This design comes from an exercise in tuning for small area, a short achievable clock period and few clock cycles per item on the open sky130 flow, not from production work. Function was checked by simulation only, so behaviour that the tests miss may differ from the original. No activity file was given, so power comes from the tool's default toggle rates.

==> flow/design.v <==
module WallaceTreeMultiplier (
    input                   clk,
    input                   rst,
    input  logic [31:0]     a,
    input  logic [31:0]     b,
    input  logic            start,
    input  logic [1:0]      mul_type,
    output logic            done,
    output logic [63:0]     p
);
  localparam logic [2:0] IDLE = 3'd0, G0 = 3'd1, G1 = 3'd2, G2 = 3'd3, G3 = 3'd4,
                         FIN = 3'd5, DN = 3'd6;
  logic [2:0]  st;
  logic        done_q;   
  logic [32:0] A;        
  logic        corr;     
  logic [31:0] PB;       
  logic [32:0] S, C;  
  logic [7:0]  Ls, Lc;   
  logic        n3d;      
  wire sa = (mul_type == 2'b01) || (mul_type == 2'b10);
  wire sb = (mul_type == 2'b01);
  wire grp = (st == G0) || (st == G1) || (st == G2) || (st == G3);
  function automatic logic [2:0] benc(input logic x2, input logic x1, input logic x0);
    benc = {x2, (x2 & ~x1 & ~x0) | (~x2 & x1 & x0), x1 ^ x0};
  endfunction
  logic [3:0] neg;
  wire [8:0] bn = (st == IDLE) ? {b[7:0], 1'b0} : PB[15:7];
  logic [3:0] neg_l, one_l, two_l;
  always_ff @(posedge clk) begin
    for (int k = 0; k < 4; k++)
      {neg_l[k], two_l[k], one_l[k]} <= benc(bn[2*k+2], bn[2*k+1], bn[2*k]);
  end
  wire [3:0] neg_h = neg_l, one_h = one_l, two_h = two_l;
  assign neg = neg_l;
  wire [34:0] Ae = {A[32], A[32], A};
  wire [35:0] Ae2 = {Ae, 1'b0};
  wire [34:0] m0 = {({18{one_h[0]}} & Ae[34:17]) | ({18{two_h[0]}} & Ae2[34:17]),
                       ({17{one_l[0]}} & Ae[16:0]) | ({17{two_l[0]}} & Ae2[16:0])};
  wire [34:0] r0 = {~(m0[34] ^ neg_h[0]), m0[33:17] ^ {17{neg_h[0]}}, m0[16:0] ^ {17{neg_l[0]}}};
  wire [34:0] m1 = {({18{one_h[1]}} & Ae[34:17]) | ({18{two_h[1]}} & Ae2[34:17]),
                       ({17{one_l[1]}} & Ae[16:0]) | ({17{two_l[1]}} & Ae2[16:0])};
  wire [34:0] r1 = {~(m1[34] ^ neg_h[1]), m1[33:17] ^ {17{neg_h[1]}}, m1[16:0] ^ {17{neg_l[1]}}};
  wire [34:0] m2 = {({18{one_h[2]}} & Ae[34:17]) | ({18{two_h[2]}} & Ae2[34:17]),
                       ({17{one_l[2]}} & Ae[16:0]) | ({17{two_l[2]}} & Ae2[16:0])};
  wire [34:0] r2 = {~(m2[34] ^ neg_h[2]), m2[33:17] ^ {17{neg_h[2]}}, m2[16:0] ^ {17{neg_l[2]}}};
  wire [34:0] m3 = {({18{one_h[3]}} & Ae[34:17]) | ({18{two_h[3]}} & Ae2[34:17]),
                       ({17{one_l[3]}} & Ae[16:0]) | ({17{two_l[3]}} & Ae2[16:0])};
  wire [34:0] r3 = {~(m3[34] ^ neg_h[3]), m3[33:17] ^ {17{neg_h[3]}}, m3[16:0] ^ {17{neg_l[3]}}};
  logic [132:0] tfs, tfc;
  logic [9:0] ths, thc;
  assign tfs[0] = S[0] ^ C[0] ^ neg_l[0];
  assign tfc[0] = (S[0] & C[0]) | (S[0] & neg_l[0]) | (C[0] & neg_l[0]);
  assign ths[0] = S[2] ^ C[2];
  assign thc[0] = S[2] & C[2];
  assign ths[1] = S[3] ^ C[3];
  assign thc[1] = S[3] & C[3];
  assign tfs[1] = S[4] ^ C[4] ^ neg_l[2];
  assign tfc[1] = (S[4] & C[4]) | (S[4] & neg_l[2]) | (C[4] & neg_l[2]);
  assign ths[2] = r0[4] ^ r1[2];
  assign thc[2] = r0[4] & r1[2];
  assign tfs[2] = S[5] ^ C[5] ^ r0[5];
  assign tfc[2] = (S[5] & C[5]) | (S[5] & r0[5]) | (C[5] & r0[5]);
  assign ths[3] = r1[3] ^ r2[1];
  assign thc[3] = r1[3] & r2[1];
  assign tfs[3] = S[6] ^ C[6] ^ r0[6];
  assign tfc[3] = (S[6] & C[6]) | (S[6] & r0[6]) | (C[6] & r0[6]);
  assign tfs[4] = r1[4] ^ r2[2] ^ r3[0];
  assign tfc[4] = (r1[4] & r2[2]) | (r1[4] & r3[0]) | (r2[2] & r3[0]);
  assign tfs[5] = S[7] ^ C[7] ^ r0[7];
  assign tfc[5] = (S[7] & C[7]) | (S[7] & r0[7]) | (C[7] & r0[7]);
  assign tfs[6] = r1[5] ^ r2[3] ^ r3[1];
  assign tfc[6] = (r1[5] & r2[3]) | (r1[5] & r3[1]) | (r2[3] & r3[1]);
  assign tfs[7] = S[8] ^ C[8] ^ r0[8];
  assign tfc[7] = (S[8] & C[8]) | (S[8] & r0[8]) | (C[8] & r0[8]);
  assign tfs[8] = r1[6] ^ r2[4] ^ r3[2];
  assign tfc[8] = (r1[6] & r2[4]) | (r1[6] & r3[2]) | (r2[4] & r3[2]);
  assign tfs[9] = S[9] ^ C[9] ^ r0[9];
  assign tfc[9] = (S[9] & C[9]) | (S[9] & r0[9]) | (C[9] & r0[9]);
  assign tfs[10] = r1[7] ^ r2[5] ^ r3[3];
  assign tfc[10] = (r1[7] & r2[5]) | (r1[7] & r3[3]) | (r2[5] & r3[3]);
  assign tfs[11] = S[10] ^ C[10] ^ r0[10];
  assign tfc[11] = (S[10] & C[10]) | (S[10] & r0[10]) | (C[10] & r0[10]);
  assign tfs[12] = r1[8] ^ r2[6] ^ r3[4];
  assign tfc[12] = (r1[8] & r2[6]) | (r1[8] & r3[4]) | (r2[6] & r3[4]);
  assign tfs[13] = S[11] ^ C[11] ^ r0[11];
  assign tfc[13] = (S[11] & C[11]) | (S[11] & r0[11]) | (C[11] & r0[11]);
  assign tfs[14] = r1[9] ^ r2[7] ^ r3[5];
  assign tfc[14] = (r1[9] & r2[7]) | (r1[9] & r3[5]) | (r2[7] & r3[5]);
  assign tfs[15] = S[12] ^ C[12] ^ r0[12];
  assign tfc[15] = (S[12] & C[12]) | (S[12] & r0[12]) | (C[12] & r0[12]);
  assign tfs[16] = r1[10] ^ r2[8] ^ r3[6];
  assign tfc[16] = (r1[10] & r2[8]) | (r1[10] & r3[6]) | (r2[8] & r3[6]);
  assign tfs[17] = S[13] ^ C[13] ^ r0[13];
  assign tfc[17] = (S[13] & C[13]) | (S[13] & r0[13]) | (C[13] & r0[13]);
  assign tfs[18] = r1[11] ^ r2[9] ^ r3[7];
  assign tfc[18] = (r1[11] & r2[9]) | (r1[11] & r3[7]) | (r2[9] & r3[7]);
  assign tfs[19] = S[14] ^ C[14] ^ r0[14];
  assign tfc[19] = (S[14] & C[14]) | (S[14] & r0[14]) | (C[14] & r0[14]);
  assign tfs[20] = r1[12] ^ r2[10] ^ r3[8];
  assign tfc[20] = (r1[12] & r2[10]) | (r1[12] & r3[8]) | (r2[10] & r3[8]);
  assign tfs[21] = S[15] ^ C[15] ^ r0[15];
  assign tfc[21] = (S[15] & C[15]) | (S[15] & r0[15]) | (C[15] & r0[15]);
  assign tfs[22] = r1[13] ^ r2[11] ^ r3[9];
  assign tfc[22] = (r1[13] & r2[11]) | (r1[13] & r3[9]) | (r2[11] & r3[9]);
  assign tfs[23] = S[16] ^ C[16] ^ r0[16];
  assign tfc[23] = (S[16] & C[16]) | (S[16] & r0[16]) | (C[16] & r0[16]);
  assign tfs[24] = r1[14] ^ r2[12] ^ r3[10];
  assign tfc[24] = (r1[14] & r2[12]) | (r1[14] & r3[10]) | (r2[12] & r3[10]);
  assign tfs[25] = S[17] ^ C[17] ^ r0[17];
  assign tfc[25] = (S[17] & C[17]) | (S[17] & r0[17]) | (C[17] & r0[17]);
  assign tfs[26] = r1[15] ^ r2[13] ^ r3[11];
  assign tfc[26] = (r1[15] & r2[13]) | (r1[15] & r3[11]) | (r2[13] & r3[11]);
  assign tfs[27] = S[18] ^ C[18] ^ r0[18];
  assign tfc[27] = (S[18] & C[18]) | (S[18] & r0[18]) | (C[18] & r0[18]);
  assign tfs[28] = r1[16] ^ r2[14] ^ r3[12];
  assign tfc[28] = (r1[16] & r2[14]) | (r1[16] & r3[12]) | (r2[14] & r3[12]);
  assign tfs[29] = S[19] ^ C[19] ^ r0[19];
  assign tfc[29] = (S[19] & C[19]) | (S[19] & r0[19]) | (C[19] & r0[19]);
  assign tfs[30] = r1[17] ^ r2[15] ^ r3[13];
  assign tfc[30] = (r1[17] & r2[15]) | (r1[17] & r3[13]) | (r2[15] & r3[13]);
  assign tfs[31] = S[20] ^ C[20] ^ r0[20];
  assign tfc[31] = (S[20] & C[20]) | (S[20] & r0[20]) | (C[20] & r0[20]);
  assign tfs[32] = r1[18] ^ r2[16] ^ r3[14];
  assign tfc[32] = (r1[18] & r2[16]) | (r1[18] & r3[14]) | (r2[16] & r3[14]);
  assign tfs[33] = S[21] ^ C[21] ^ r0[21];
  assign tfc[33] = (S[21] & C[21]) | (S[21] & r0[21]) | (C[21] & r0[21]);
  assign tfs[34] = r1[19] ^ r2[17] ^ r3[15];
  assign tfc[34] = (r1[19] & r2[17]) | (r1[19] & r3[15]) | (r2[17] & r3[15]);
  assign tfs[35] = S[22] ^ C[22] ^ r0[22];
  assign tfc[35] = (S[22] & C[22]) | (S[22] & r0[22]) | (C[22] & r0[22]);
  assign tfs[36] = r1[20] ^ r2[18] ^ r3[16];
  assign tfc[36] = (r1[20] & r2[18]) | (r1[20] & r3[16]) | (r2[18] & r3[16]);
  assign tfs[37] = S[23] ^ C[23] ^ r0[23];
  assign tfc[37] = (S[23] & C[23]) | (S[23] & r0[23]) | (C[23] & r0[23]);
  assign tfs[38] = r1[21] ^ r2[19] ^ r3[17];
  assign tfc[38] = (r1[21] & r2[19]) | (r1[21] & r3[17]) | (r2[19] & r3[17]);
  assign tfs[39] = S[24] ^ C[24] ^ r0[24];
  assign tfc[39] = (S[24] & C[24]) | (S[24] & r0[24]) | (C[24] & r0[24]);
  assign tfs[40] = r1[22] ^ r2[20] ^ r3[18];
  assign tfc[40] = (r1[22] & r2[20]) | (r1[22] & r3[18]) | (r2[20] & r3[18]);
  assign tfs[41] = S[25] ^ C[25] ^ r0[25];
  assign tfc[41] = (S[25] & C[25]) | (S[25] & r0[25]) | (C[25] & r0[25]);
  assign tfs[42] = r1[23] ^ r2[21] ^ r3[19];
  assign tfc[42] = (r1[23] & r2[21]) | (r1[23] & r3[19]) | (r2[21] & r3[19]);
  assign tfs[43] = S[26] ^ C[26] ^ r0[26];
  assign tfc[43] = (S[26] & C[26]) | (S[26] & r0[26]) | (C[26] & r0[26]);
  assign tfs[44] = r1[24] ^ r2[22] ^ r3[20];
  assign tfc[44] = (r1[24] & r2[22]) | (r1[24] & r3[20]) | (r2[22] & r3[20]);
  assign tfs[45] = S[27] ^ C[27] ^ r0[27];
  assign tfc[45] = (S[27] & C[27]) | (S[27] & r0[27]) | (C[27] & r0[27]);
  assign tfs[46] = r1[25] ^ r2[23] ^ r3[21];
  assign tfc[46] = (r1[25] & r2[23]) | (r1[25] & r3[21]) | (r2[23] & r3[21]);
  assign tfs[47] = S[28] ^ C[28] ^ r0[28];
  assign tfc[47] = (S[28] & C[28]) | (S[28] & r0[28]) | (C[28] & r0[28]);
  assign tfs[48] = r1[26] ^ r2[24] ^ r3[22];
  assign tfc[48] = (r1[26] & r2[24]) | (r1[26] & r3[22]) | (r2[24] & r3[22]);
  assign tfs[49] = S[29] ^ C[29] ^ r0[29];
  assign tfc[49] = (S[29] & C[29]) | (S[29] & r0[29]) | (C[29] & r0[29]);
  assign tfs[50] = r1[27] ^ r2[25] ^ r3[23];
  assign tfc[50] = (r1[27] & r2[25]) | (r1[27] & r3[23]) | (r2[25] & r3[23]);
  assign tfs[51] = S[30] ^ C[30] ^ r0[30];
  assign tfc[51] = (S[30] & C[30]) | (S[30] & r0[30]) | (C[30] & r0[30]);
  assign tfs[52] = r1[28] ^ r2[26] ^ r3[24];
  assign tfc[52] = (r1[28] & r2[26]) | (r1[28] & r3[24]) | (r2[26] & r3[24]);
  assign tfs[53] = S[31] ^ C[31] ^ r0[31];
  assign tfc[53] = (S[31] & C[31]) | (S[31] & r0[31]) | (C[31] & r0[31]);
  assign tfs[54] = r1[29] ^ r2[27] ^ r3[25];
  assign tfc[54] = (r1[29] & r2[27]) | (r1[29] & r3[25]) | (r2[27] & r3[25]);
  assign tfs[55] = S[32] ^ C[32] ^ r0[32];
  assign tfc[55] = (S[32] & C[32]) | (S[32] & r0[32]) | (C[32] & r0[32]);
  assign tfs[56] = r1[30] ^ r2[28] ^ r3[26];
  assign tfc[56] = (r1[30] & r2[28]) | (r1[30] & r3[26]) | (r2[28] & r3[26]);
  assign tfs[57] = 1'b1 ^ r0[33] ^ r1[31];
  assign tfc[57] = (1'b1 & r0[33]) | (1'b1 & r1[31]) | (r0[33] & r1[31]);
  assign ths[4] = r2[29] ^ r3[27];
  assign thc[4] = r2[29] & r3[27];
  assign tfs[58] = r0[34] ^ r1[32] ^ r2[30];
  assign tfc[58] = (r0[34] & r1[32]) | (r0[34] & r2[30]) | (r1[32] & r2[30]);
  assign ths[5] = 1'b1 ^ r1[33];
  assign thc[5] = 1'b1 & r1[33];
  assign ths[6] = r0[0] ^ tfs[0];
  assign thc[6] = r0[0] & tfs[0];
  assign tfs[59] = S[1] ^ C[1] ^ tfc[0];
  assign tfc[59] = (S[1] & C[1]) | (S[1] & tfc[0]) | (C[1] & tfc[0]);
  assign tfs[60] = neg_l[1] ^ ths[0] ^ r0[2];
  assign tfc[60] = (neg_l[1] & ths[0]) | (neg_l[1] & r0[2]) | (ths[0] & r0[2]);
  assign tfs[61] = thc[0] ^ ths[1] ^ r0[3];
  assign tfc[61] = (thc[0] & ths[1]) | (thc[0] & r0[3]) | (ths[1] & r0[3]);
  assign tfs[62] = thc[1] ^ r2[0] ^ tfs[1];
  assign tfc[62] = (thc[1] & r2[0]) | (thc[1] & tfs[1]) | (r2[0] & tfs[1]);
  assign tfs[63] = tfc[1] ^ thc[2] ^ ths[3];
  assign tfc[63] = (tfc[1] & thc[2]) | (tfc[1] & ths[3]) | (thc[2] & ths[3]);
  assign tfs[64] = thc[3] ^ tfc[2] ^ tfs[3];
  assign tfc[64] = (thc[3] & tfc[2]) | (thc[3] & tfs[3]) | (tfc[2] & tfs[3]);
  assign tfs[65] = tfc[3] ^ tfc[4] ^ tfs[5];
  assign tfc[65] = (tfc[3] & tfc[4]) | (tfc[3] & tfs[5]) | (tfc[4] & tfs[5]);
  assign tfs[66] = tfc[5] ^ tfc[6] ^ tfs[7];
  assign tfc[66] = (tfc[5] & tfc[6]) | (tfc[5] & tfs[7]) | (tfc[6] & tfs[7]);
  assign tfs[67] = tfc[7] ^ tfc[8] ^ tfs[9];
  assign tfc[67] = (tfc[7] & tfc[8]) | (tfc[7] & tfs[9]) | (tfc[8] & tfs[9]);
  assign tfs[68] = tfc[9] ^ tfc[10] ^ tfs[11];
  assign tfc[68] = (tfc[9] & tfc[10]) | (tfc[9] & tfs[11]) | (tfc[10] & tfs[11]);
  assign tfs[69] = tfc[11] ^ tfc[12] ^ tfs[13];
  assign tfc[69] = (tfc[11] & tfc[12]) | (tfc[11] & tfs[13]) | (tfc[12] & tfs[13]);
  assign tfs[70] = tfc[13] ^ tfc[14] ^ tfs[15];
  assign tfc[70] = (tfc[13] & tfc[14]) | (tfc[13] & tfs[15]) | (tfc[14] & tfs[15]);
  assign tfs[71] = tfc[15] ^ tfc[16] ^ tfs[17];
  assign tfc[71] = (tfc[15] & tfc[16]) | (tfc[15] & tfs[17]) | (tfc[16] & tfs[17]);
  assign tfs[72] = tfc[17] ^ tfc[18] ^ tfs[19];
  assign tfc[72] = (tfc[17] & tfc[18]) | (tfc[17] & tfs[19]) | (tfc[18] & tfs[19]);
  assign tfs[73] = tfc[19] ^ tfc[20] ^ tfs[21];
  assign tfc[73] = (tfc[19] & tfc[20]) | (tfc[19] & tfs[21]) | (tfc[20] & tfs[21]);
  assign tfs[74] = tfc[21] ^ tfc[22] ^ tfs[23];
  assign tfc[74] = (tfc[21] & tfc[22]) | (tfc[21] & tfs[23]) | (tfc[22] & tfs[23]);
  assign tfs[75] = tfc[23] ^ tfc[24] ^ tfs[25];
  assign tfc[75] = (tfc[23] & tfc[24]) | (tfc[23] & tfs[25]) | (tfc[24] & tfs[25]);
  assign tfs[76] = tfc[25] ^ tfc[26] ^ tfs[27];
  assign tfc[76] = (tfc[25] & tfc[26]) | (tfc[25] & tfs[27]) | (tfc[26] & tfs[27]);
  assign tfs[77] = tfc[27] ^ tfc[28] ^ tfs[29];
  assign tfc[77] = (tfc[27] & tfc[28]) | (tfc[27] & tfs[29]) | (tfc[28] & tfs[29]);
  assign tfs[78] = tfc[29] ^ tfc[30] ^ tfs[31];
  assign tfc[78] = (tfc[29] & tfc[30]) | (tfc[29] & tfs[31]) | (tfc[30] & tfs[31]);
  assign tfs[79] = tfc[31] ^ tfc[32] ^ tfs[33];
  assign tfc[79] = (tfc[31] & tfc[32]) | (tfc[31] & tfs[33]) | (tfc[32] & tfs[33]);
  assign tfs[80] = tfc[33] ^ tfc[34] ^ tfs[35];
  assign tfc[80] = (tfc[33] & tfc[34]) | (tfc[33] & tfs[35]) | (tfc[34] & tfs[35]);
  assign tfs[81] = tfc[35] ^ tfc[36] ^ tfs[37];
  assign tfc[81] = (tfc[35] & tfc[36]) | (tfc[35] & tfs[37]) | (tfc[36] & tfs[37]);
  assign tfs[82] = tfc[37] ^ tfc[38] ^ tfs[39];
  assign tfc[82] = (tfc[37] & tfc[38]) | (tfc[37] & tfs[39]) | (tfc[38] & tfs[39]);
  assign tfs[83] = tfc[39] ^ tfc[40] ^ tfs[41];
  assign tfc[83] = (tfc[39] & tfc[40]) | (tfc[39] & tfs[41]) | (tfc[40] & tfs[41]);
  assign tfs[84] = tfc[41] ^ tfc[42] ^ tfs[43];
  assign tfc[84] = (tfc[41] & tfc[42]) | (tfc[41] & tfs[43]) | (tfc[42] & tfs[43]);
  assign tfs[85] = tfc[43] ^ tfc[44] ^ tfs[45];
  assign tfc[85] = (tfc[43] & tfc[44]) | (tfc[43] & tfs[45]) | (tfc[44] & tfs[45]);
  assign tfs[86] = tfc[45] ^ tfc[46] ^ tfs[47];
  assign tfc[86] = (tfc[45] & tfc[46]) | (tfc[45] & tfs[47]) | (tfc[46] & tfs[47]);
  assign tfs[87] = tfc[47] ^ tfc[48] ^ tfs[49];
  assign tfc[87] = (tfc[47] & tfc[48]) | (tfc[47] & tfs[49]) | (tfc[48] & tfs[49]);
  assign tfs[88] = tfc[49] ^ tfc[50] ^ tfs[51];
  assign tfc[88] = (tfc[49] & tfc[50]) | (tfc[49] & tfs[51]) | (tfc[50] & tfs[51]);
  assign tfs[89] = tfc[51] ^ tfc[52] ^ tfs[53];
  assign tfc[89] = (tfc[51] & tfc[52]) | (tfc[51] & tfs[53]) | (tfc[52] & tfs[53]);
  assign tfs[90] = tfc[53] ^ tfc[54] ^ tfs[55];
  assign tfc[90] = (tfc[53] & tfc[54]) | (tfc[53] & tfs[55]) | (tfc[54] & tfs[55]);
  assign tfs[91] = ths[4] ^ tfc[55] ^ tfc[56];
  assign tfc[91] = (ths[4] & tfc[55]) | (ths[4] & tfc[56]) | (tfc[55] & tfc[56]);
  assign tfs[92] = r3[28] ^ thc[4] ^ tfc[57];
  assign tfc[92] = (r3[28] & thc[4]) | (r3[28] & tfc[57]) | (thc[4] & tfc[57]);
  assign tfs[93] = r2[31] ^ r3[29] ^ ths[5];
  assign tfc[93] = (r2[31] & r3[29]) | (r2[31] & ths[5]) | (r3[29] & ths[5]);
  assign tfs[94] = r1[34] ^ r2[32] ^ r3[30];
  assign tfc[94] = (r1[34] & r2[32]) | (r1[34] & r3[30]) | (r2[32] & r3[30]);
  assign ths[7] = 1'b1 ^ r2[33];
  assign thc[7] = 1'b1 & r2[33];
  assign ths[8] = k8 ^ ths[6];
  assign thc[8] = k8 & ths[6];
  assign tfs[95] = r0[1] ^ thc[6] ^ tfs[59];
  assign tfc[95] = (r0[1] & thc[6]) | (r0[1] & tfs[59]) | (thc[6] & tfs[59]);
  assign tfs[96] = r1[0] ^ tfc[59] ^ tfs[60];
  assign tfc[96] = (r1[0] & tfc[59]) | (r1[0] & tfs[60]) | (tfc[59] & tfs[60]);
  assign tfs[97] = r1[1] ^ tfc[60] ^ tfs[61];
  assign tfc[97] = (r1[1] & tfc[60]) | (r1[1] & tfs[61]) | (tfc[60] & tfs[61]);
  assign tfs[98] = ths[2] ^ tfc[61] ^ tfs[62];
  assign tfc[98] = (ths[2] & tfc[61]) | (ths[2] & tfs[62]) | (tfc[61] & tfs[62]);
  assign tfs[99] = tfc[62] ^ tfs[2] ^ tfs[63];
  assign tfc[99] = (tfc[62] & tfs[2]) | (tfc[62] & tfs[63]) | (tfs[2] & tfs[63]);
  assign tfs[100] = tfs[4] ^ tfc[63] ^ tfs[64];
  assign tfc[100] = (tfs[4] & tfc[63]) | (tfs[4] & tfs[64]) | (tfc[63] & tfs[64]);
  assign tfs[101] = tfs[6] ^ tfc[64] ^ tfs[65];
  assign tfc[101] = (tfs[6] & tfc[64]) | (tfs[6] & tfs[65]) | (tfc[64] & tfs[65]);
  assign tfs[102] = tfs[8] ^ tfc[65] ^ tfs[66];
  assign tfc[102] = (tfs[8] & tfc[65]) | (tfs[8] & tfs[66]) | (tfc[65] & tfs[66]);
  assign tfs[103] = tfs[10] ^ tfc[66] ^ tfs[67];
  assign tfc[103] = (tfs[10] & tfc[66]) | (tfs[10] & tfs[67]) | (tfc[66] & tfs[67]);
  assign tfs[104] = tfs[12] ^ tfc[67] ^ tfs[68];
  assign tfc[104] = (tfs[12] & tfc[67]) | (tfs[12] & tfs[68]) | (tfc[67] & tfs[68]);
  assign tfs[105] = tfs[14] ^ tfc[68] ^ tfs[69];
  assign tfc[105] = (tfs[14] & tfc[68]) | (tfs[14] & tfs[69]) | (tfc[68] & tfs[69]);
  assign tfs[106] = tfs[16] ^ tfc[69] ^ tfs[70];
  assign tfc[106] = (tfs[16] & tfc[69]) | (tfs[16] & tfs[70]) | (tfc[69] & tfs[70]);
  assign tfs[107] = tfs[18] ^ tfc[70] ^ tfs[71];
  assign tfc[107] = (tfs[18] & tfc[70]) | (tfs[18] & tfs[71]) | (tfc[70] & tfs[71]);
  assign tfs[108] = tfs[20] ^ tfc[71] ^ tfs[72];
  assign tfc[108] = (tfs[20] & tfc[71]) | (tfs[20] & tfs[72]) | (tfc[71] & tfs[72]);
  assign tfs[109] = tfs[22] ^ tfc[72] ^ tfs[73];
  assign tfc[109] = (tfs[22] & tfc[72]) | (tfs[22] & tfs[73]) | (tfc[72] & tfs[73]);
  assign tfs[110] = tfs[24] ^ tfc[73] ^ tfs[74];
  assign tfc[110] = (tfs[24] & tfc[73]) | (tfs[24] & tfs[74]) | (tfc[73] & tfs[74]);
  assign tfs[111] = tfs[26] ^ tfc[74] ^ tfs[75];
  assign tfc[111] = (tfs[26] & tfc[74]) | (tfs[26] & tfs[75]) | (tfc[74] & tfs[75]);
  assign tfs[112] = tfs[28] ^ tfc[75] ^ tfs[76];
  assign tfc[112] = (tfs[28] & tfc[75]) | (tfs[28] & tfs[76]) | (tfc[75] & tfs[76]);
  assign tfs[113] = tfs[30] ^ tfc[76] ^ tfs[77];
  assign tfc[113] = (tfs[30] & tfc[76]) | (tfs[30] & tfs[77]) | (tfc[76] & tfs[77]);
  assign tfs[114] = tfs[32] ^ tfc[77] ^ tfs[78];
  assign tfc[114] = (tfs[32] & tfc[77]) | (tfs[32] & tfs[78]) | (tfc[77] & tfs[78]);
  assign tfs[115] = tfs[34] ^ tfc[78] ^ tfs[79];
  assign tfc[115] = (tfs[34] & tfc[78]) | (tfs[34] & tfs[79]) | (tfc[78] & tfs[79]);
  assign tfs[116] = tfs[36] ^ tfc[79] ^ tfs[80];
  assign tfc[116] = (tfs[36] & tfc[79]) | (tfs[36] & tfs[80]) | (tfc[79] & tfs[80]);
  assign tfs[117] = tfs[38] ^ tfc[80] ^ tfs[81];
  assign tfc[117] = (tfs[38] & tfc[80]) | (tfs[38] & tfs[81]) | (tfc[80] & tfs[81]);
  assign tfs[118] = tfs[40] ^ tfc[81] ^ tfs[82];
  assign tfc[118] = (tfs[40] & tfc[81]) | (tfs[40] & tfs[82]) | (tfc[81] & tfs[82]);
  assign tfs[119] = tfs[42] ^ tfc[82] ^ tfs[83];
  assign tfc[119] = (tfs[42] & tfc[82]) | (tfs[42] & tfs[83]) | (tfc[82] & tfs[83]);
  assign tfs[120] = tfs[44] ^ tfc[83] ^ tfs[84];
  assign tfc[120] = (tfs[44] & tfc[83]) | (tfs[44] & tfs[84]) | (tfc[83] & tfs[84]);
  assign tfs[121] = tfs[46] ^ tfc[84] ^ tfs[85];
  assign tfc[121] = (tfs[46] & tfc[84]) | (tfs[46] & tfs[85]) | (tfc[84] & tfs[85]);
  assign tfs[122] = tfs[48] ^ tfc[85] ^ tfs[86];
  assign tfc[122] = (tfs[48] & tfc[85]) | (tfs[48] & tfs[86]) | (tfc[85] & tfs[86]);
  assign tfs[123] = tfs[50] ^ tfc[86] ^ tfs[87];
  assign tfc[123] = (tfs[50] & tfc[86]) | (tfs[50] & tfs[87]) | (tfc[86] & tfs[87]);
  assign tfs[124] = tfs[52] ^ tfc[87] ^ tfs[88];
  assign tfc[124] = (tfs[52] & tfc[87]) | (tfs[52] & tfs[88]) | (tfc[87] & tfs[88]);
  assign tfs[125] = tfs[54] ^ tfc[88] ^ tfs[89];
  assign tfc[125] = (tfs[54] & tfc[88]) | (tfs[54] & tfs[89]) | (tfc[88] & tfs[89]);
  assign tfs[126] = tfs[56] ^ tfc[89] ^ tfs[90];
  assign tfc[126] = (tfs[56] & tfc[89]) | (tfs[56] & tfs[90]) | (tfc[89] & tfs[90]);
  assign tfs[127] = tfs[57] ^ tfs[91] ^ tfc[90];
  assign tfc[127] = (tfs[57] & tfs[91]) | (tfs[57] & tfc[90]) | (tfs[91] & tfc[90]);
  assign tfs[128] = tfs[58] ^ tfc[91] ^ tfs[92];
  assign tfc[128] = (tfs[58] & tfc[91]) | (tfs[58] & tfs[92]) | (tfc[91] & tfs[92]);
  assign tfs[129] = tfc[58] ^ tfs[93] ^ tfc[92];
  assign tfc[129] = (tfc[58] & tfs[93]) | (tfc[58] & tfc[92]) | (tfs[93] & tfc[92]);
  assign tfs[130] = thc[5] ^ tfs[94] ^ tfc[93];
  assign tfc[130] = (thc[5] & tfs[94]) | (thc[5] & tfc[93]) | (tfs[94] & tfc[93]);
  assign tfs[131] = r3[31] ^ ths[7] ^ tfc[94];
  assign tfc[131] = (r3[31] & ths[7]) | (r3[31] & tfc[94]) | (ths[7] & tfc[94]);
  assign tfs[132] = r2[34] ^ r3[32] ^ thc[7];
  assign tfc[132] = (r2[34] & r3[32]) | (r2[34] & thc[7]) | (r3[32] & thc[7]);
  assign ths[9] = 1'b1 ^ r3[33];
  assign thc[9] = 1'b1 & r3[33];
  wire [42:0] ts = {1'b0, 1'b1, r3[34], ths[9], tfs[132], tfs[131], tfs[130], tfc[128], tfc[127], tfc[126], tfc[125], tfc[124], tfc[123], tfc[122], tfc[121], tfc[120], tfc[119], tfc[118], tfc[117], tfc[116], tfc[115], tfc[114], tfc[113], tfc[112], tfc[111], tfc[110], tfc[109], tfc[108], tfc[107], tfc[106], tfc[105], tfc[104], tfc[103], tfc[102], tfc[101], tfc[100], tfc[99], tfc[98], tfc[97], tfc[96], tfc[95], thc[8], ths[8]};
  wire [42:0] tc = {1'b0, 1'b0, thc[9], tfc[132], tfc[131], tfc[130], tfc[129], tfs[129], tfs[128], tfs[127], tfs[126], tfs[125], tfs[124], tfs[123], tfs[122], tfs[121], tfs[120], tfs[119], tfs[118], tfs[117], tfs[116], tfs[115], tfs[114], tfs[113], tfs[112], tfs[111], tfs[110], tfs[109], tfs[108], tfs[107], tfs[106], tfs[105], tfs[104], tfs[103], tfs[102], tfs[101], tfs[100], tfs[99], tfs[98], tfs[97], tfs[96], tfs[95], lo_c8};
  wire x6 = Ls[6] ^ Lc[6] ^ n3d;
  wire k7 = (Ls[6] & Lc[6]) | (Ls[6] & n3d) | (Lc[6] & n3d);
  wire x7 = Ls[7] ^ Lc[7] ^ k7;
  wire k8 = (Ls[7] & Lc[7]) | (Ls[7] & k7) | (Lc[7] & k7);
  wire [31:0] ca = corr ? A[31:0] : 32'd0;
  wire [31:0] fu = S[31:0] ^ C[31:0] ^ ca;
  wire [31:0] fv = ((S[31:0] ^ C[31:0]) & ca) | (S[31:0] & C[31:0]);
  wire [39:0] ax = {fu, x7, x6, Ls[5:0]};
  wire [39:0] ay = {fv[30:0], k8, 2'b00, Lc[5:0]};
  logic [39:0] ad_s;
  logic ad_co;
  logic [40:0] ad_c;   
  always_comb begin
    logic [40:0] g, p;
    g = {ax & ay, 1'b0};
    p = {ax ^ ay, 1'b0};
    begin
      logic [40:0] g0, p0;
      g0 = g; p0 = p;
      g[1] = g0[1] | (p0[1] & g0[0]); p[1] = p0[1] & p0[0];
      g[2] = g0[2] | (p0[2] & g0[1]); p[2] = p0[2] & p0[1];
      g[3] = g0[3] | (p0[3] & g0[2]); p[3] = p0[3] & p0[2];
      g[4] = g0[4] | (p0[4] & g0[3]); p[4] = p0[4] & p0[3];
      g[5] = g0[5] | (p0[5] & g0[4]); p[5] = p0[5] & p0[4];
      g[6] = g0[6] | (p0[6] & g0[5]); p[6] = p0[6] & p0[5];
      g[7] = g0[7] | (p0[7] & g0[6]); p[7] = p0[7] & p0[6];
      g[8] = g0[8] | (p0[8] & g0[7]); p[8] = p0[8] & p0[7];
      g[9] = g0[9] | (p0[9] & g0[8]); p[9] = p0[9] & p0[8];
      g[10] = g0[10] | (p0[10] & g0[9]); p[10] = p0[10] & p0[9];
      g[11] = g0[11] | (p0[11] & g0[10]); p[11] = p0[11] & p0[10];
      g[12] = g0[12] | (p0[12] & g0[11]); p[12] = p0[12] & p0[11];
      g[13] = g0[13] | (p0[13] & g0[12]); p[13] = p0[13] & p0[12];
      g[14] = g0[14] | (p0[14] & g0[13]); p[14] = p0[14] & p0[13];
      g[15] = g0[15] | (p0[15] & g0[14]); p[15] = p0[15] & p0[14];
      g[16] = g0[16] | (p0[16] & g0[15]); p[16] = p0[16] & p0[15];
      g[17] = g0[17] | (p0[17] & g0[16]); p[17] = p0[17] & p0[16];
      g[18] = g0[18] | (p0[18] & g0[17]); p[18] = p0[18] & p0[17];
      g[19] = g0[19] | (p0[19] & g0[18]); p[19] = p0[19] & p0[18];
      g[20] = g0[20] | (p0[20] & g0[19]); p[20] = p0[20] & p0[19];
      g[21] = g0[21] | (p0[21] & g0[20]); p[21] = p0[21] & p0[20];
      g[22] = g0[22] | (p0[22] & g0[21]); p[22] = p0[22] & p0[21];
      g[23] = g0[23] | (p0[23] & g0[22]); p[23] = p0[23] & p0[22];
      g[24] = g0[24] | (p0[24] & g0[23]); p[24] = p0[24] & p0[23];
      g[25] = g0[25] | (p0[25] & g0[24]); p[25] = p0[25] & p0[24];
      g[26] = g0[26] | (p0[26] & g0[25]); p[26] = p0[26] & p0[25];
      g[27] = g0[27] | (p0[27] & g0[26]); p[27] = p0[27] & p0[26];
      g[28] = g0[28] | (p0[28] & g0[27]); p[28] = p0[28] & p0[27];
      g[29] = g0[29] | (p0[29] & g0[28]); p[29] = p0[29] & p0[28];
      g[30] = g0[30] | (p0[30] & g0[29]); p[30] = p0[30] & p0[29];
      g[31] = g0[31] | (p0[31] & g0[30]); p[31] = p0[31] & p0[30];
      g[32] = g0[32] | (p0[32] & g0[31]); p[32] = p0[32] & p0[31];
      g[33] = g0[33] | (p0[33] & g0[32]); p[33] = p0[33] & p0[32];
      g[34] = g0[34] | (p0[34] & g0[33]); p[34] = p0[34] & p0[33];
      g[35] = g0[35] | (p0[35] & g0[34]); p[35] = p0[35] & p0[34];
      g[36] = g0[36] | (p0[36] & g0[35]); p[36] = p0[36] & p0[35];
      g[37] = g0[37] | (p0[37] & g0[36]); p[37] = p0[37] & p0[36];
      g[38] = g0[38] | (p0[38] & g0[37]); p[38] = p0[38] & p0[37];
      g[39] = g0[39] | (p0[39] & g0[38]); p[39] = p0[39] & p0[38];
      g[40] = g0[40] | (p0[40] & g0[39]); p[40] = p0[40] & p0[39];
    end
    begin
      logic [40:0] g0, p0;
      g0 = g; p0 = p;
      g[2] = g0[2] | (p0[2] & g0[0]); p[2] = p0[2] & p0[0];
      g[3] = g0[3] | (p0[3] & g0[1]); p[3] = p0[3] & p0[1];
      g[4] = g0[4] | (p0[4] & g0[2]); p[4] = p0[4] & p0[2];
      g[5] = g0[5] | (p0[5] & g0[3]); p[5] = p0[5] & p0[3];
      g[6] = g0[6] | (p0[6] & g0[4]); p[6] = p0[6] & p0[4];
      g[7] = g0[7] | (p0[7] & g0[5]); p[7] = p0[7] & p0[5];
      g[8] = g0[8] | (p0[8] & g0[6]); p[8] = p0[8] & p0[6];
      g[9] = g0[9] | (p0[9] & g0[7]); p[9] = p0[9] & p0[7];
      g[10] = g0[10] | (p0[10] & g0[8]); p[10] = p0[10] & p0[8];
      g[11] = g0[11] | (p0[11] & g0[9]); p[11] = p0[11] & p0[9];
      g[12] = g0[12] | (p0[12] & g0[10]); p[12] = p0[12] & p0[10];
      g[13] = g0[13] | (p0[13] & g0[11]); p[13] = p0[13] & p0[11];
      g[14] = g0[14] | (p0[14] & g0[12]); p[14] = p0[14] & p0[12];
      g[15] = g0[15] | (p0[15] & g0[13]); p[15] = p0[15] & p0[13];
      g[16] = g0[16] | (p0[16] & g0[14]); p[16] = p0[16] & p0[14];
      g[17] = g0[17] | (p0[17] & g0[15]); p[17] = p0[17] & p0[15];
      g[18] = g0[18] | (p0[18] & g0[16]); p[18] = p0[18] & p0[16];
      g[19] = g0[19] | (p0[19] & g0[17]); p[19] = p0[19] & p0[17];
      g[20] = g0[20] | (p0[20] & g0[18]); p[20] = p0[20] & p0[18];
      g[21] = g0[21] | (p0[21] & g0[19]); p[21] = p0[21] & p0[19];
      g[22] = g0[22] | (p0[22] & g0[20]); p[22] = p0[22] & p0[20];
      g[23] = g0[23] | (p0[23] & g0[21]); p[23] = p0[23] & p0[21];
      g[24] = g0[24] | (p0[24] & g0[22]); p[24] = p0[24] & p0[22];
      g[25] = g0[25] | (p0[25] & g0[23]); p[25] = p0[25] & p0[23];
      g[26] = g0[26] | (p0[26] & g0[24]); p[26] = p0[26] & p0[24];
      g[27] = g0[27] | (p0[27] & g0[25]); p[27] = p0[27] & p0[25];
      g[28] = g0[28] | (p0[28] & g0[26]); p[28] = p0[28] & p0[26];
      g[29] = g0[29] | (p0[29] & g0[27]); p[29] = p0[29] & p0[27];
      g[30] = g0[30] | (p0[30] & g0[28]); p[30] = p0[30] & p0[28];
      g[31] = g0[31] | (p0[31] & g0[29]); p[31] = p0[31] & p0[29];
      g[32] = g0[32] | (p0[32] & g0[30]); p[32] = p0[32] & p0[30];
      g[33] = g0[33] | (p0[33] & g0[31]); p[33] = p0[33] & p0[31];
      g[34] = g0[34] | (p0[34] & g0[32]); p[34] = p0[34] & p0[32];
      g[35] = g0[35] | (p0[35] & g0[33]); p[35] = p0[35] & p0[33];
      g[36] = g0[36] | (p0[36] & g0[34]); p[36] = p0[36] & p0[34];
      g[37] = g0[37] | (p0[37] & g0[35]); p[37] = p0[37] & p0[35];
      g[38] = g0[38] | (p0[38] & g0[36]); p[38] = p0[38] & p0[36];
      g[39] = g0[39] | (p0[39] & g0[37]); p[39] = p0[39] & p0[37];
      g[40] = g0[40] | (p0[40] & g0[38]); p[40] = p0[40] & p0[38];
    end
    begin
      logic [40:0] g0, p0;
      g0 = g; p0 = p;
      g[4] = g0[4] | (p0[4] & g0[0]); p[4] = p0[4] & p0[0];
      g[5] = g0[5] | (p0[5] & g0[1]); p[5] = p0[5] & p0[1];
      g[6] = g0[6] | (p0[6] & g0[2]); p[6] = p0[6] & p0[2];
      g[7] = g0[7] | (p0[7] & g0[3]); p[7] = p0[7] & p0[3];
      g[8] = g0[8] | (p0[8] & g0[4]); p[8] = p0[8] & p0[4];
      g[9] = g0[9] | (p0[9] & g0[5]); p[9] = p0[9] & p0[5];
      g[10] = g0[10] | (p0[10] & g0[6]); p[10] = p0[10] & p0[6];
      g[11] = g0[11] | (p0[11] & g0[7]); p[11] = p0[11] & p0[7];
      g[12] = g0[12] | (p0[12] & g0[8]); p[12] = p0[12] & p0[8];
      g[13] = g0[13] | (p0[13] & g0[9]); p[13] = p0[13] & p0[9];
      g[14] = g0[14] | (p0[14] & g0[10]); p[14] = p0[14] & p0[10];
      g[15] = g0[15] | (p0[15] & g0[11]); p[15] = p0[15] & p0[11];
      g[16] = g0[16] | (p0[16] & g0[12]); p[16] = p0[16] & p0[12];
      g[17] = g0[17] | (p0[17] & g0[13]); p[17] = p0[17] & p0[13];
      g[18] = g0[18] | (p0[18] & g0[14]); p[18] = p0[18] & p0[14];
      g[19] = g0[19] | (p0[19] & g0[15]); p[19] = p0[19] & p0[15];
      g[20] = g0[20] | (p0[20] & g0[16]); p[20] = p0[20] & p0[16];
      g[21] = g0[21] | (p0[21] & g0[17]); p[21] = p0[21] & p0[17];
      g[22] = g0[22] | (p0[22] & g0[18]); p[22] = p0[22] & p0[18];
      g[23] = g0[23] | (p0[23] & g0[19]); p[23] = p0[23] & p0[19];
      g[24] = g0[24] | (p0[24] & g0[20]); p[24] = p0[24] & p0[20];
      g[25] = g0[25] | (p0[25] & g0[21]); p[25] = p0[25] & p0[21];
      g[26] = g0[26] | (p0[26] & g0[22]); p[26] = p0[26] & p0[22];
      g[27] = g0[27] | (p0[27] & g0[23]); p[27] = p0[27] & p0[23];
      g[28] = g0[28] | (p0[28] & g0[24]); p[28] = p0[28] & p0[24];
      g[29] = g0[29] | (p0[29] & g0[25]); p[29] = p0[29] & p0[25];
      g[30] = g0[30] | (p0[30] & g0[26]); p[30] = p0[30] & p0[26];
      g[31] = g0[31] | (p0[31] & g0[27]); p[31] = p0[31] & p0[27];
      g[32] = g0[32] | (p0[32] & g0[28]); p[32] = p0[32] & p0[28];
      g[33] = g0[33] | (p0[33] & g0[29]); p[33] = p0[33] & p0[29];
      g[34] = g0[34] | (p0[34] & g0[30]); p[34] = p0[34] & p0[30];
      g[35] = g0[35] | (p0[35] & g0[31]); p[35] = p0[35] & p0[31];
      g[36] = g0[36] | (p0[36] & g0[32]); p[36] = p0[36] & p0[32];
      g[37] = g0[37] | (p0[37] & g0[33]); p[37] = p0[37] & p0[33];
      g[38] = g0[38] | (p0[38] & g0[34]); p[38] = p0[38] & p0[34];
      g[39] = g0[39] | (p0[39] & g0[35]); p[39] = p0[39] & p0[35];
      g[40] = g0[40] | (p0[40] & g0[36]); p[40] = p0[40] & p0[36];
    end
    begin
      logic [40:0] g0, p0;
      g0 = g; p0 = p;
      g[8] = g0[8] | (p0[8] & g0[0]); p[8] = p0[8] & p0[0];
      g[9] = g0[9] | (p0[9] & g0[1]); p[9] = p0[9] & p0[1];
      g[10] = g0[10] | (p0[10] & g0[2]); p[10] = p0[10] & p0[2];
      g[11] = g0[11] | (p0[11] & g0[3]); p[11] = p0[11] & p0[3];
      g[12] = g0[12] | (p0[12] & g0[4]); p[12] = p0[12] & p0[4];
      g[13] = g0[13] | (p0[13] & g0[5]); p[13] = p0[13] & p0[5];
      g[14] = g0[14] | (p0[14] & g0[6]); p[14] = p0[14] & p0[6];
      g[15] = g0[15] | (p0[15] & g0[7]); p[15] = p0[15] & p0[7];
      g[16] = g0[16] | (p0[16] & g0[8]); p[16] = p0[16] & p0[8];
      g[17] = g0[17] | (p0[17] & g0[9]); p[17] = p0[17] & p0[9];
      g[18] = g0[18] | (p0[18] & g0[10]); p[18] = p0[18] & p0[10];
      g[19] = g0[19] | (p0[19] & g0[11]); p[19] = p0[19] & p0[11];
      g[20] = g0[20] | (p0[20] & g0[12]); p[20] = p0[20] & p0[12];
      g[21] = g0[21] | (p0[21] & g0[13]); p[21] = p0[21] & p0[13];
      g[22] = g0[22] | (p0[22] & g0[14]); p[22] = p0[22] & p0[14];
      g[23] = g0[23] | (p0[23] & g0[15]); p[23] = p0[23] & p0[15];
      g[24] = g0[24] | (p0[24] & g0[16]); p[24] = p0[24] & p0[16];
      g[25] = g0[25] | (p0[25] & g0[17]); p[25] = p0[25] & p0[17];
      g[26] = g0[26] | (p0[26] & g0[18]); p[26] = p0[26] & p0[18];
      g[27] = g0[27] | (p0[27] & g0[19]); p[27] = p0[27] & p0[19];
      g[28] = g0[28] | (p0[28] & g0[20]); p[28] = p0[28] & p0[20];
      g[29] = g0[29] | (p0[29] & g0[21]); p[29] = p0[29] & p0[21];
      g[30] = g0[30] | (p0[30] & g0[22]); p[30] = p0[30] & p0[22];
      g[31] = g0[31] | (p0[31] & g0[23]); p[31] = p0[31] & p0[23];
      g[32] = g0[32] | (p0[32] & g0[24]); p[32] = p0[32] & p0[24];
      g[33] = g0[33] | (p0[33] & g0[25]); p[33] = p0[33] & p0[25];
      g[34] = g0[34] | (p0[34] & g0[26]); p[34] = p0[34] & p0[26];
      g[35] = g0[35] | (p0[35] & g0[27]); p[35] = p0[35] & p0[27];
      g[36] = g0[36] | (p0[36] & g0[28]); p[36] = p0[36] & p0[28];
      g[37] = g0[37] | (p0[37] & g0[29]); p[37] = p0[37] & p0[29];
      g[38] = g0[38] | (p0[38] & g0[30]); p[38] = p0[38] & p0[30];
      g[39] = g0[39] | (p0[39] & g0[31]); p[39] = p0[39] & p0[31];
      g[40] = g0[40] | (p0[40] & g0[32]); p[40] = p0[40] & p0[32];
    end
    begin
      logic [40:0] g0, p0;
      g0 = g; p0 = p;
      g[16] = g0[16] | (p0[16] & g0[0]); p[16] = p0[16] & p0[0];
      g[17] = g0[17] | (p0[17] & g0[1]); p[17] = p0[17] & p0[1];
      g[18] = g0[18] | (p0[18] & g0[2]); p[18] = p0[18] & p0[2];
      g[19] = g0[19] | (p0[19] & g0[3]); p[19] = p0[19] & p0[3];
      g[20] = g0[20] | (p0[20] & g0[4]); p[20] = p0[20] & p0[4];
      g[21] = g0[21] | (p0[21] & g0[5]); p[21] = p0[21] & p0[5];
      g[22] = g0[22] | (p0[22] & g0[6]); p[22] = p0[22] & p0[6];
      g[23] = g0[23] | (p0[23] & g0[7]); p[23] = p0[23] & p0[7];
      g[24] = g0[24] | (p0[24] & g0[8]); p[24] = p0[24] & p0[8];
      g[25] = g0[25] | (p0[25] & g0[9]); p[25] = p0[25] & p0[9];
      g[26] = g0[26] | (p0[26] & g0[10]); p[26] = p0[26] & p0[10];
      g[27] = g0[27] | (p0[27] & g0[11]); p[27] = p0[27] & p0[11];
      g[28] = g0[28] | (p0[28] & g0[12]); p[28] = p0[28] & p0[12];
      g[29] = g0[29] | (p0[29] & g0[13]); p[29] = p0[29] & p0[13];
      g[30] = g0[30] | (p0[30] & g0[14]); p[30] = p0[30] & p0[14];
      g[31] = g0[31] | (p0[31] & g0[15]); p[31] = p0[31] & p0[15];
      g[32] = g0[32] | (p0[32] & g0[16]); p[32] = p0[32] & p0[16];
      g[33] = g0[33] | (p0[33] & g0[17]); p[33] = p0[33] & p0[17];
      g[34] = g0[34] | (p0[34] & g0[18]); p[34] = p0[34] & p0[18];
      g[35] = g0[35] | (p0[35] & g0[19]); p[35] = p0[35] & p0[19];
      g[36] = g0[36] | (p0[36] & g0[20]); p[36] = p0[36] & p0[20];
      g[37] = g0[37] | (p0[37] & g0[21]); p[37] = p0[37] & p0[21];
      g[38] = g0[38] | (p0[38] & g0[22]); p[38] = p0[38] & p0[22];
      g[39] = g0[39] | (p0[39] & g0[23]); p[39] = p0[39] & p0[23];
      g[40] = g0[40] | (p0[40] & g0[24]); p[40] = p0[40] & p0[24];
    end
    begin
      logic [40:0] g0, p0;
      g0 = g; p0 = p;
      g[32] = g0[32] | (p0[32] & g0[0]); p[32] = p0[32] & p0[0];
      g[33] = g0[33] | (p0[33] & g0[1]); p[33] = p0[33] & p0[1];
      g[34] = g0[34] | (p0[34] & g0[2]); p[34] = p0[34] & p0[2];
      g[35] = g0[35] | (p0[35] & g0[3]); p[35] = p0[35] & p0[3];
      g[36] = g0[36] | (p0[36] & g0[4]); p[36] = p0[36] & p0[4];
      g[37] = g0[37] | (p0[37] & g0[5]); p[37] = p0[37] & p0[5];
      g[38] = g0[38] | (p0[38] & g0[6]); p[38] = p0[38] & p0[6];
      g[39] = g0[39] | (p0[39] & g0[7]); p[39] = p0[39] & p0[7];
      g[40] = g0[40] | (p0[40] & g0[8]); p[40] = p0[40] & p0[8];
    end
    ad_s = (ax ^ ay) ^ g[39:0];
    ad_co = g[40];
    ad_c = g;
  end
  wire [7:0] lo = ad_s[7:0];
  wire lo_c8 = ad_c[8];
  wire [31:0] phi = ad_s[39:8];
  wire zop = (A == 33'd0) || (PB == 32'd0);
  always_ff @(posedge clk) begin
    if (rst) begin
      st <= IDLE;
      done_q <= 1'b0;
    end
    else begin
      done_q <= (st == FIN) || (st == G0 && zop) || (st == DN && start);
      case (st)
        IDLE: if (start) st <= G0;
        G0: st <= zop ? DN : G1;
        G1: st <= G2;
        G2: st <= G3;
        G3: st <= FIN;
        FIN: st <= DN;
        DN: if (!start) st <= IDLE;
        default: st <= IDLE;
      endcase
    end
  end
  wire zclr = (st == G0) && zop;
  always_ff @(posedge clk) begin
    A <= {sa & a[31], a};
    corr <= ~sb & b[31];
    C <= grp ? tc[40:8] : 33'd1 << 32;
    Ls <= grp ? ts[7:0] : 8'd0;
    Lc <= grp ? tc[7:0] : 8'd0;
    n3d <= grp ? neg[3] : 1'b0;
    if (st == IDLE) PB <= b;
    else if (zclr) PB <= '0;
    else if (grp || st == FIN) PB <= {lo, PB[31:8]};
    if (zclr) S <= '0;
    else if (st == IDLE) S <= 33'd1 << 32;
    else if (grp) S <= ts[40:8];
    else if (st == FIN) S[31:0] <= phi;
  end
  assign done = done_q;
  assign p = {S[31:0], PB};
endmodule
==> flow/flow/run.sh <==
#!/bin/bash
# Standard layout, with timing repair asked to leave a larger setup margin,
# plain buffers (not delay buffers) on the ports, and no dummy clock loads.
export SETUP_SLACK_MARGIN=7.62
export BUFFER_PORTS_ARGS="-buffer_cell sky130_fd_sc_hd__buf_1"
export CTS_ARGS="-sink_clustering_enable -repair_clock_nets -dont_use_dummy_load"
bash standard.sh > standard_run.log 2>&1
==> flow/standard.sh <==
#!/bin/bash
# synth_recipe.tcl (not shown) runs the flow's synth.tcl, then flattens the netlist and writes it again
# the make line also repeats each setting of config.mk as NAME=value (left out here)
make -C /OpenROAD-flow-scripts/flow DESIGN_CONFIG=/design/flow/config.mk WORK_HOME=/design/flow/orfs CLKGATE_MAP_FILE= SYNTH_SCRIPT=/design/flow/synth_recipe.tcl "${@:-finish}"
==> flow/config.mk <==
export PLATFORM = sky130hd
export DESIGN_NAME = WallaceTreeMultiplier
export DESIGN_NICKNAME = WallaceTreeMultiplier
export VERILOG_FILES = /design/flow/design.v
export SDC_FILE = /design/flow/constraint.sdc
export NUM_CORES = 4
export LEC_CHECK = 0
export CAP_MARGIN = 20
export CORE_MARGIN = 2
export CORE_UTILIZATION = 40
export SLEW_MARGIN = 20
==> flow/constraint.sdc <==
create_clock -name core_clock -period 11.0 [get_ports {clk}]
set_input_delay 2.2000 -clock core_clock [delete_from_list [all_inputs] [get_ports {clk}]]
set_output_delay 2.2000 -clock core_clock [all_outputs]
set_load 0.01 [all_outputs]
==> results.cfg, run 1 <==
[cells_and_area]
nets = 1747
fin_area_um2 = 15290
synthToLayoutAreaGrowth_pct = 8.075
drive_gt1_frac = 0.08140
final_cell_mix = 165 x fa_1, 147 x xnor2_1, 134 x a22oi_1, 130 x buf_1, 94 x nand2_1
mostFrequentLayoutCell = fa_1
nFillCells = 3368

[setup_path]
cp_slowest_cell = dfxtp_4
crit_chain = buf_6 > and2_1 > fa_1 > ha_1 > nand2_1 > or3_1 > a31o_2 > a311o_1 > nand3_2 > a21bo_2 > a31oi_1 > xor2_1 > o22ai_1
critPathLaunchType = register
critPathMaxStageDelay_ns = 0.43
endpoint = S[29]$_SDFFE_PP0P_
reg2reg_slack_ns = 7.60
path_depth = 13
timing.rr.start = corr$_DFF_P_
cp_max_fo = 10
r2r_cells = 13
endpoint_kind = register
crit_start = corr$_DFF_P_
setup.worst_path.class = reg2reg
path_delay_family = compound AO/OA/AOI/OAI gates
critPathBufInv = 1
cp.required_ns = 11.31
r2r_end = S[29]$_SDFFE_PP0P_
worstPathArrival_ns = 3.71

[cts]
h-tree-depth = 4
cts_num_sinks = 165
clockRootBuffer = clkbuf_16
cts_hold_buf = 0
cts_max_path_buffers = 2
numCtsBuffers = 17
clk_latency_ns = 0.46
path_clk_slew_ns = 0.07
cts_tree = built

[timing]
tns_ns = 0
hold_ws_ns = 0.5708
finalMaxSlewViolations = 0
layout_min_cycle_time_ns = 3.400
worst_pin_slew_ns = 1.142
slew_headroom = 0.2386
clock_skew_ns = 0.02117
hold_viol_final = 0
rsz0062_at_grt = yes
fmax_mhz = 294.1
finalCritPeriodShare = 0.3091
finalSetupViolations = 0

[route]
routedWlPerCell_um = 23.01
routed_via_density = 5.750
wl_um = 44140
final_antenna_net_count = 0
vias = 11030
drt_iter0_markers = 875
dr.pass1.iters = 7
drc = 0

[floorplanning]
start_util = 0.4075
chipHeight_um = 192.1
ioPinCount = 134
core_um2 = 34710
die_w_um = 192.1
die-area_um2 = 36890
rows = 68

[yosys]
synth_cell_types = 57
syn-cell-area_um2 = 14150
yosys_register_bits = 165
ys_seq_area_frac = 0.2561
yosysWarnings = 1
syn_inst = 1450
syn_nets = 1733
synthFlopType = dfxtp_1
syn_area_per_cell_um2 = 9.757
synth_edf_count = 32
async_reset_ff_frac = 0

[flow_run]
maxCapViolCount = 0

[power_and_ir_drop]
p_int_uw = 2466
power_frac_seq = 0.230
pwr-share-comb = 0.664
switching_share = 0.4768
power_density_nw_per_um2 = 308.3
clkPwrFrac = 0.107
power_switching_uw = 2248
ir_drop_mv = 0.1298
p_leak_uw = 0.006249

[worst_hold_path]
min_path_type = reg2reg

[global_route]
overflow = 0
grt_max_degree = 42
grt_pass1_wl_um = 67360
grt_pass1_vias = 11230
grt_antenna_before_repair = 0
track_usage = 0.2448

[placement]
hpwl_um = 31660
place_area_um2 = 14660
numPortBuffers = 133
gp_congestion = 0.9127

[run_status]
status = timing/DRC/antenna clean
## logic make-up (layout without fill, tap and decap cells)
logic type               count (synthesis)  count (layout)  share of synthesized area
adder cells (fa/ha/maj)                214             214                     0.2768
AND/OR/NAND/NOR                        298             298                     0.1048
buffers and inverters                  232             244                    0.07005
XOR/XNOR                               176             176                     0.1090
flip-flops                             165             165                     0.2561
multiplexers                             5               5                   0.003538
other                                    0               1                          0
AO/OA/AOI/OAI                          360             360                     0.1797
## worst min-delay path by stage
stage | from | end | cells past startpoint
after CTS | S[19]$_SDFFE_PP0P_ | S[19]$_SDFFE_PP0P_ | 2
final | S[0]$_SDFFE_PP0P_ | S[0]$_SDFFE_PP0P_ | 2
after global placement | S[3]$_SDFFE_PP0P_ | S[3]$_SDFFE_PP0P_ | 2
after floorplan | S[19]$_SDFFE_PP0P_ | S[19]$_SDFFE_PP0P_ | 2
after detailed placement | S[32]$_SDFFE_PP0P_ | S[32]$_SDFFE_PP0P_ | 3
after global routing | S[19]$_SDFFE_PP0P_ | S[19]$_SDFFE_PP0P_ | 2
## state kept, by name (all words and copies together), names as in the netlist
register,flops
A,33
C,33
Lc,8
Ls,8
PB,32
S,33
corr,1
done_q,1
n3d,1
neg_l,4
one_l,4
st,3
two_l,4
## power by group through the flow
stage / registers (uW) / clock network (uW) / logic (uW)
6_report: 1080 / 503 / 3130
5_1_grt: 1100 / 533 / 3550
4_1_cts: 1070 / 515 / 3100
3_5_place_dp: 1090 / 0 / 3070
3_3_place_gp: 1080 / 0 / 3030
2_1_floorplan: 907 / 0 / 2310
## synth_stat cells, types with 29 or more instances
master    count  area, um^2
a22oi_1     134        1006
inv_1        73       274.0
xor2_1       29       254.0
and2_1       30       187.7
clkbuf_1    124       465.5
and3_1       48       300.3
dfxtp_1     133        2663
fa_1        165        3303
ha_1         49       613.1
nand2_1      95       356.6
edfxtp_1     32       960.9
o21ai_0      44       220.2
a21oi_1      60       300.3
nor2_1       48       180.2
xnor2_1     147        1287
buf_4        32       240.2
## final cells by class
class                   count  area [um^2]  share of cell area
multi-input cells        1053         9635              0.6302
flip-flops and latches    165         3700              0.2420
well taps                 455        569.3             0.03723
repair buffers            154        683.2             0.04468
diodes                      1        2.502           0.0001637
inverters                  73        274.0             0.01792
clock buffers              17        425.4             0.02782
## worst min-delay path: stages (launching register included)
cell	delay [ns]
dfxtp_2	0.36
a21oi_1	0.13
nor2_1	0.05
## per-stage QoR
step / power [uW] / setup WS, ns / util / std cells
floorplan: 3215 / 7.659 / - / 1450
global placement: 4114 / 6.938 / 0.4223 / 1897
detailed placement: 4158 / 6.831 / 0.4223 / 1897
CTS: 4687 / 7.606 / 0.4373 / 1916
global route: 5178 / 7.442 / 0.4404 / 1917
finish: 4714 / 7.600 / 0.4405 / 1918
## per-layer routing
metal  vias to the layer above  share of wire  track usage
li1                       4985              -            -
met4                         0          0.030      0.09513
met1                      5527           0.45       0.3303
met3                        64          0.070      0.04495
met5                         -              0            0
met2                       453           0.45       0.3896
## timing repair
item                                    4_1_cts  5_1_grt
endpoints found under the setup margin       37       36
pin swaps                                     1        3
resized for setup                            41       31
buffers inserted                              2        1
Testbench counts, summed over its fixed seeds: cycles 15,028, items 2,000.
==> run 2: changes to the inputs <==
--- a/flow/flow/run.sh
+++ b/flow/flow/run.sh
@@ -4,4 +4,4 @@
 export SETUP_SLACK_MARGIN=7.62
 export BUFFER_PORTS_ARGS="-buffer_cell sky130_fd_sc_hd__buf_1"
-export CTS_ARGS="-sink_clustering_enable -repair_clock_nets -dont_use_dummy_load"
+export CTS_ARGS="-sink_clustering_enable -repair_clock_nets -dont_use_dummy_load -sink_clustering_size 30 -sink_clustering_max_diameter 100"
 bash standard.sh > standard_run.log 2>&1
==> run 2 against run 1 <==
Combinational power hardly changed. Wire length unchanged. Clock power barely moved. Global-route usage stayed put. Setup slack unchanged. Critical path depth unchanged. Clock skew unchanged. Synthesized cell count unchanged. Register-to-register slack about the same. Critical path type unchanged. Largest power group unchanged.
==> results.cfg, run 2 <==
[timing]
fmax_mhz = 294.1
slew_headroom = 0.2386
finalSetupViolations = 0
hold_viol_final = 0
finalMaxSlewViolations = 0
rsz0062_at_grt = yes
worst_pin_slew_ns = 1.142
layout_min_cycle_time_ns = 3.400
finalCritPeriodShare = 0.3091
clock_skew_ns = 0.02117
tns_ns = 0

[cts]
cts_max_path_buffers = 2
numCtsBuffers = 17
clockRootBuffer = clkbuf_16
cts_num_sinks = 165
clk_latency_ns = 0.46
path_clk_slew_ns = 0.07
cts_tree = built
cts_hold_buf = 0
h-tree-depth = 4

[placement]
numPortBuffers = 133
hpwl_um = 31660
place_area_um2 = 14660
gp_congestion = 0.9127

[route]
routed_via_density = 5.750
vias = 11030
wl_um = 44140
drc = 0
final_antenna_net_count = 0
drt_iter0_markers = 875
dr.pass1.iters = 7
routedWlPerCell_um = 23.01

[global_route]
grt_antenna_before_repair = 0
grt_max_degree = 42
grt_pass1_wl_um = 67360
overflow = 0
track_usage = 0.2448
grt_pass1_vias = 11230

[power_and_ir_drop]
power_density_nw_per_um2 = 308.3
fin_total_pwr_uw = 4714
ir_drop_mv = 0.1298
p_leak_uw = 0.006249

[yosys]
yosysTopAreaCellShare = 0.2335
synth_edf_count = 32
yosys-top-cells-count = 165 x fa_1, 147 x xnor2_1, 134 x a22oi_1, 133 x dfxtp_1, 124 x clkbuf_1
syn_area_per_cell_um2 = 9.757
synth_area_leaders = fa_1 23%, dfxtp_1 19%, xnor2_1 9.1%, a22oi_1 7.1%, edfxtp_1 6.8%
syn_inst = 1450
synthFlopType = dfxtp_1
yosysWarnings = 1
yosysMostFrequentCell = fa_1
synth_top_area_cell = fa_1
syn-cell-area_um2 = 14150
yosys_register_bits = 165
ys_seq_area_frac = 0.2561
syn_nets = 1733
async_reset_ff_frac = 0
synth_cell_types = 57

[cells_and_area]
fin_area_um2 = 15290
multiInputGateArea_um2 = 9635
reg_top3 = A: 33 flops, C: 33 flops, S: 33 flops
mostFrequentLayoutCell = fa_1
synthToLayoutAreaGrowth_pct = 8.075
nFillCells = 3368
final_cell_mix = 165 x fa_1, 147 x xnor2_1, 134 x a22oi_1, 130 x buf_1, 94 x nand2_1
nets = 1747
seq_area_um2 = 3700
drive_gt1_frac = 0.08140

[worst_hold_path]
min_path_type = reg2reg

[setup_path]
cp.required_ns = 11.31
cp_max_fo = 10
worstPathArrival_ns = 3.71
endpoint_kind = register
reg2reg_slack_ns = 7.60
setup.worst_path.class = reg2reg
critPathLaunchType = register

[run_status]
status = timing/DRC/antenna clean

[floorplanning]
core_um2 = 34710
die-area_um2 = 36890
start_util = 0.4075
rows = 68
ioPinCount = 134
die_w_um = 192.1
chipHeight_um = 192.1

[flow_run]
maxCapViolCount = 0
[run 2: cell counts in the layout (fill, tap and decap cells not counted)]
Identical to the previous run, type by type.
[run 2: timing repair]
action / CTS / global route
buffers inserted: 2 / 1
gates resized for setup: 41 / 31
pin swaps: 1 / 3
setup endpoints to repair: 37 / 36
[run 2: per-stage QoR]
stage | util | hold slack, ns | setup slack, ns | instances
2_1_floorplan | - | 0.5202 | 7.659 | 1450
3_3_place_gp | 0.4223 | 0.5850 | 6.938 | 1897
3_5_place_dp | 0.4223 | 0.5840 | 6.831 | 1897
4_1_cts | 0.4373 | 0.5701 | 7.606 | 1916
5_1_grt | 0.4404 | 0.5869 | 7.442 | 1917
6_report | 0.4405 | 0.5708 | 7.600 | 1918
[run 2: power by group]
part | switching (uW) | leakage, uW | internal [uW] | total [uW]
clock network | 235 | 0.000209 | 268 | 503
registers | 295 | 0.00146 | 788 | 1080
logic | 1720 | 0.00457 | 1410 | 3130
total | 2250 | 0.00625 | 2470 | 4710
[run 2: logic make-up after synthesis]
logic type               synth area share
adder cells (fa/ha/maj)            0.2768
buffers and inverters             0.07005
multiplexers                     0.003538
flip-flops                         0.2561
AO/OA/AOI/OAI                      0.1797
XOR/XNOR                           0.1090
AND/OR/NAND/NOR                    0.1048
[run 2: final cells by class]
class,count,share of cell area
Multi-Input combinational cell,1053,0.6302
Sequential cell,165,0.2420
Timing Repair Buffer,154,0.04468
Tap cell,455,0.03723
Clock buffer,17,0.02782
Inverter,73,0.01792
Antenna cell,1,0.0001637
[run 2: worst paths after layout]
check | from | to | cells past startpoint
worst min-delay path | S[0]$_SDFFE_PP0P_ | S[0]$_SDFFE_PP0P_ | 2
worst max register to register | corr$_DFF_P_ | S[29]$_SDFFE_PP0P_ | 13
worst max-delay path | corr$_DFF_P_ | S[29]$_SDFFE_PP0P_ | 13
worst min register to register | S[0]$_SDFFE_PP0P_ | S[0]$_SDFFE_PP0P_ | 2
[run 2: critical path: stages (launching register included)]
cell and delay (ns):
dfxtp_4 0.43, buf_6 0.17, and2_1 0.15, fa_1 0.41, ha_1 0.36, nand2_1 0.11, or3_1 0.33, a31o_2 0.29
a311o_1 0.31, nand3_2 0.13, a21bo_2 0.21, a31oi_1 0.12, xor2_1 0.15, o22ai_1 0.09
[run 2: routing by layer]
metal / global-route usage / wire length, um / up-vias
li1: - / - / 4985
met1: 0.3303 / 19680 / 5527
met2: 0.3896 / 20070 / 453
met3: 0.04495 / 3080 / 64
met4: 0.09513 / 1310 / 0
met5: 0 / 0 / -

[separate check: timing with driven ports]
The results above use ideal ports. As a check the final layouts listed here were re-extracted and re-timed, cells and wires unchanged.
Step 1: set_driving_cell puts a clkbuf_16 on clk and a buf_2 on each other input, an assumption about the parent block.
Step 2 adds t to the input delays and takes it off the output delays; t is the mean of the earliest and latest rising clock arrival at the registers after step 1. Input paths then give back, and output paths get back, about the clock's delay inside the block.
Three values: no drivers, after step 1, after step 2; two values: the first two.
run	t, ns	setup WS [ns]	hold slack, ns	worst setup path after step 2	latest minus earliest clock arrival (ns)
run 1	0.495	7.600 / 7.599 / 7.600	0.571 / 0.571 / 0.571	register to register	0.022 / 0.021
run 2	0.495	7.600 / 7.599 / 7.600	0.571 / 0.571 / 0.571	register to register	0.022 / 0.021
After both steps setup and hold are still met in every run listed.
